From an optimization exercise on the open Yosys and OpenROAD flow, aimed at small area; shortcuts taken in it are not production practice. In this exercise RTL edits were held to simulation tests only and were not proved equivalent to the original. The clock input has no modelled driver; a real chip could not lean on it and would need a root buffer or a full tree. No activity file was given, so power comes from the tool's default toggle rates.

== JK ==
## probe_trigger
module probe_trigger (
	input  wire        clk,
	input  wire        rst,
	input  wire        adc_dco,
	input  wire [7:0]  adc_da,
	input  wire [7:0]  adc_db,
	input  wire [15:0] decimation,
	input  wire [7:0]  level,
	input  wire        rising,
	output wire [7:0]  adc_data,
	output wire        decim_strobe,
	output wire        trig
);
ADC_Aqu ADC_A (
	.adc_clk(clk), .rst(rst), .adc_dco(adc_dco), .adc_da(adc_da), .adc_db(adc_db),
	.decimation(decimation), .adc_data(adc_data), .decim_clk(decim_strobe));
Trigger trigger (
	.clk(clk), .en(decim_strobe), .rising(rising), .data(adc_data), .level(level),
	.trig(trig));
endmodule
Size: roughly 54 I/O pins, about 6700 sq um of cells after synthesis.
==> flow/config.mk <==
export PLATFORM = sky130hd
export DESIGN_NAME = probe_trigger
export DESIGN_NICKNAME = probe_trigger
export VERILOG_FILES = /design/flow/design.v
export SDC_FILE = /design/flow/constraint.sdc
export NUM_CORES = 4
export LEC_CHECK = 0
export CAP_MARGIN = 20
export CORE_MARGIN = 2
export CORE_UTILIZATION = 65
export CTS_BUF_LIST = sky130_fd_sc_hd__clkbuf_8
export PLACE_DENSITY = 0.75
export SLEW_MARGIN = 20
export SYNTH_HIERARCHICAL = 1
==> flow/constraint.sdc <==
create_clock -name core_clock -period 13.0 [get_ports {clk}]
set_input_delay 2.6000 -clock core_clock [delete_from_list [all_inputs] [get_ports {clk}]]
set_output_delay 2.6000 -clock core_clock [all_outputs]
set_load 0.01 [all_outputs]
standard.sh (not shown) runs the stock make flow with config.mk's settings and CLKGATE_MAP_FILE= SYNTH_SCRIPT=/design/flow/synth_recipe.tcl, a recipe that flattens the netlist after the stock synthesis.
==> flow/flow/run.sh <==
#!/bin/bash
set -euo pipefail
export BUFFER_PORTS_ARGS="-buffer_cell sky130_fd_sc_hd__buf_1"
export CTS_ARGS="-sink_clustering_enable -repair_clock_nets -buf_list sky130_fd_sc_hd__clkbuf_8 -dont_use_dummy_load -sink_clustering_size 25 -sink_clustering_max_diameter 80"
bash standard.sh synth > log_synth.txt 2>&1
bash standard.sh finish > log_finish.txt 2>&1
Modified inputs, MS compared to JK
==> flow/run.sh (new file) <==
#!/bin/bash
# synth_recipe.tcl (not shown) runs the flow's synth.tcl, then flattens the netlist and writes it again
# the make line also repeats each setting of config.mk as NAME=value (left out here)
make -C /OpenROAD-flow-scripts/flow DESIGN_CONFIG=/design/flow/config.mk WORK_HOME=/design/flow/orfs CLKGATE_MAP_FILE= SYNTH_SCRIPT=/design/flow/synth_recipe.tcl finish
removed: flow/flow/run.sh
removed: flow/standard.sh
Results
- Summary of MS over JK: sequential logic power saw little to no change; fraction of power consumed by the clock network saw an increase; overall fraction of global-route tracks in use went up.
- Relative to JK, cell count has increased by 15 in MS.
- Fraction of registers with async set/reset came out exactly the same in MS and JK.
- Filler cell count: MS lower than JK
- DRC violation count after routing: MS vs JK identical
- MS against JK: final-layout clock-cell area share +1.5 points; buffering overhead went up by 4.1 points; via count went up 2.4%; total routed wirelength +about 2.2%.


== run A ==
probe_trigger again, from the RTL that the note above started with.
Settings: LEC_CHECK=0, CAP_MARGIN=20, CORE_MARGIN=2, CORE_UTILIZATION=80, PLACE_DENSITY=0.9, SLEW_MARGIN=20, SYNTH_HIERARCHICAL=1; clock period 13.0 ns.
==> flow/flow/run.sh <==
#!/bin/bash
set -euo pipefail
F=$PWD/flow
export POST_SYNTH_TCL=$F/downsize.tcl
export PRE_CTS_TCL=$F/cts.tcl
export CTS_LEAVES=8 CTS_ROOTS=2
export CTS_LEAF_CELL=sky130_fd_sc_hd__clkbuf_8 CTS_ROOT_CELL=sky130_fd_sc_hd__clkbuf_4
export BUFFER_PORTS_ARGS="-buffer_cell sky130_fd_sc_hd__buf_1"
bash standard.sh synth > log_synth.txt 2>&1
bash standard.sh finish > log_finish.txt 2>&1
==> flow/flow/cts.tcl <==
rename clock_tree_synthesis tritoncts_unused

proc cts_env {name default} {
  if {[info exists ::env($name)] && $::env($name) ne ""} { return $::env($name) }
  return $default
}

proc cts_split {items k} {
  # split a list of {obj x y} into k groups of near-equal size, cutting
  # each time along the wider extent
  if {$k <= 1} { return [list $items] }
  set xs [lsort -integer -index 1 $items]
  set ys [lsort -integer -index 2 $items]
  set dx [expr {[lindex $xs end 1] - [lindex $xs 0 1]}]
  set dy [expr {[lindex $ys end 2] - [lindex $ys 0 2]}]
  set s [expr {$dx >= $dy ? $xs : $ys}]
  set k1 [expr {$k / 2}]
  set k2 [expr {$k - $k1}]
  set n1 [expr {([llength $s] * $k1 + $k / 2) / $k}]
  return [concat [cts_split [lrange $s 0 [expr {$n1 - 1}]] $k1] \
                 [cts_split [lrange $s $n1 end] $k2]]
}

proc cts_centroid {items} {
  set sx 0; set sy 0
  foreach s $items { incr sx [lindex $s 1]; incr sy [lindex $s 2] }
  return [list [expr {$sx / [llength $items]}] [expr {$sy / [llength $items]}]]
}

proc cts_buffer {name cell driver_net loads x y} {
  # loads: list of {iterm x y}; returns the new buffer's input as {iterm x y}
  set block [ord::get_db_block]
  set master [[ord::get_db] findMaster $cell]
  set buf [odb::dbInst_create $block $master $name]
  set net [odb::dbNet_create $block ${name}_net]
  $net setSigType CLOCK
  foreach s $loads { set it [lindex $s 0]; $it disconnect; $it connect $net }
  if {$driver_net ne ""} { [$buf findITerm A] connect $driver_net }
  [$buf findITerm X] connect $net
  $buf setLocation $x $y
  $buf setPlacementStatus PLACED
  puts "cts.tcl: $name ($cell) drives [llength $loads] pins at ($x, $y)"
  return [list [$buf findITerm A] $x $y]
}

proc clock_tree_synthesis {args} {
  set nleaf [cts_env CTS_LEAVES 8]
  set nroot [cts_env CTS_ROOTS 2]
  set leafcell [cts_env CTS_LEAF_CELL sky130_fd_sc_hd__clkbuf_8]
  set rootcell [cts_env CTS_ROOT_CELL sky130_fd_sc_hd__clkbuf_8]
  set block [ord::get_db_block]
  set clk [$block findNet clk]
  set sinks {}
  foreach it [$clk getITerms] {
    set b [[$it getInst] getBBox]
    lappend sinks [list $it [expr {([$b xMin] + [$b xMax]) / 2}] [expr {([$b yMin] + [$b yMax]) / 2}]]
  }
  set leaves {}
  set l 0
  foreach g [cts_split $sinks $nleaf] {
    lassign [cts_centroid $g] x y
    lappend leaves [cts_buffer clkleaf_$l $leafcell "" $g $x $y]
    incr l
  }
  set r 0
  foreach g [cts_split $leaves $nroot] {
    lassign [cts_centroid $g] x y
    cts_buffer clkroot_$r $rootcell $clk $g $x $y
    incr r
  }
  $clk setSigType CLOCK
  set_propagated_clock [all_clocks]
}
Other scripts of this flow, unchanged in this note and not shown: flow/flow/downsize.tcl
Edits applied to the flow inputs when going from run A to run B:
diff --git a/flow/flow/run.sh b/flow/flow/run.sh
--- a/flow/flow/run.sh
+++ b/flow/flow/run.sh
@@ -5,3 +5,3 @@
 export PRE_CTS_TCL=$F/cts.tcl
-export CTS_LEAVES=8 CTS_ROOTS=2
+export CTS_LEAVES=${CTS_LEAVES:-7} CTS_ROOTS=${CTS_ROOTS:-2}
 export CTS_LEAF_CELL=sky130_fd_sc_hd__clkbuf_8 CTS_ROOT_CELL=sky130_fd_sc_hd__clkbuf_4
## What came out
Every run (run A and run B) finished clean. Run comparison: run B endpoint of the worst setup timing path ADC_A.adc_data[0]; run A endpoint of the worst setup timing path ADC_A.adc_data[3]. Looking at critical path arrival, run B sits above run A. Diff run A -> run B | hold slack | decrease of 0.024 ns. Going from run A to run B, via count went up 0.66%; net load switching power went down about 3.2%; share of power burned in the clock network went down 0.9 points. Comparing power share of the sequential group for run A and run B, the smaller number came from run A. Actual slew at the worst max-slew pin delta for run B relative to run A: 0.024 ns lower. In terms of routed wire length, run B and run A differ only marginally. On final design area excluding fillers, run A and run B are basically level. Portion of the clock cycle consumed by the worst path in the final layout: run A and run B compared, higher one is run B.
In every run of this note, the design's own scripts or RTL, not TritonCTS, make the clock network.

[what the ideal ports hide]
No port has a modelled driver above. Below, the same layouts with a new extraction and two added sets of constraints. Step 1 sets driving cells, clkbuf_16 on the clock port and buf_2 on the other inputs (assumed; they add their load-dependent delay and slew). Step 2 also shifts input and output timing later by t, the mid clock arrival at the registers, as if the neighbouring blocks saw the same clock. Three values: no drivers, after step 1, after step 2; two values: the first two.
run | shift t [ns] | setup WS [ns] | worst setup path after step 2
JK | 0.451 | 5.231 / 5.244 / 4.794 | input to register
MS | 0.483 | 4.915 / 4.929 / 4.446 | input to register
run A | 0.407 | 4.407 / 4.426 / 4.019 | input to register
run B | 0.400 | 4.381 / 4.401 / 4.000 | input to register
After both steps setup and hold are still met in every run listed. For MS, which loses most, drivers alone change the setup slack by +0.014 ns; drivers and shift together by -0.469 ns.
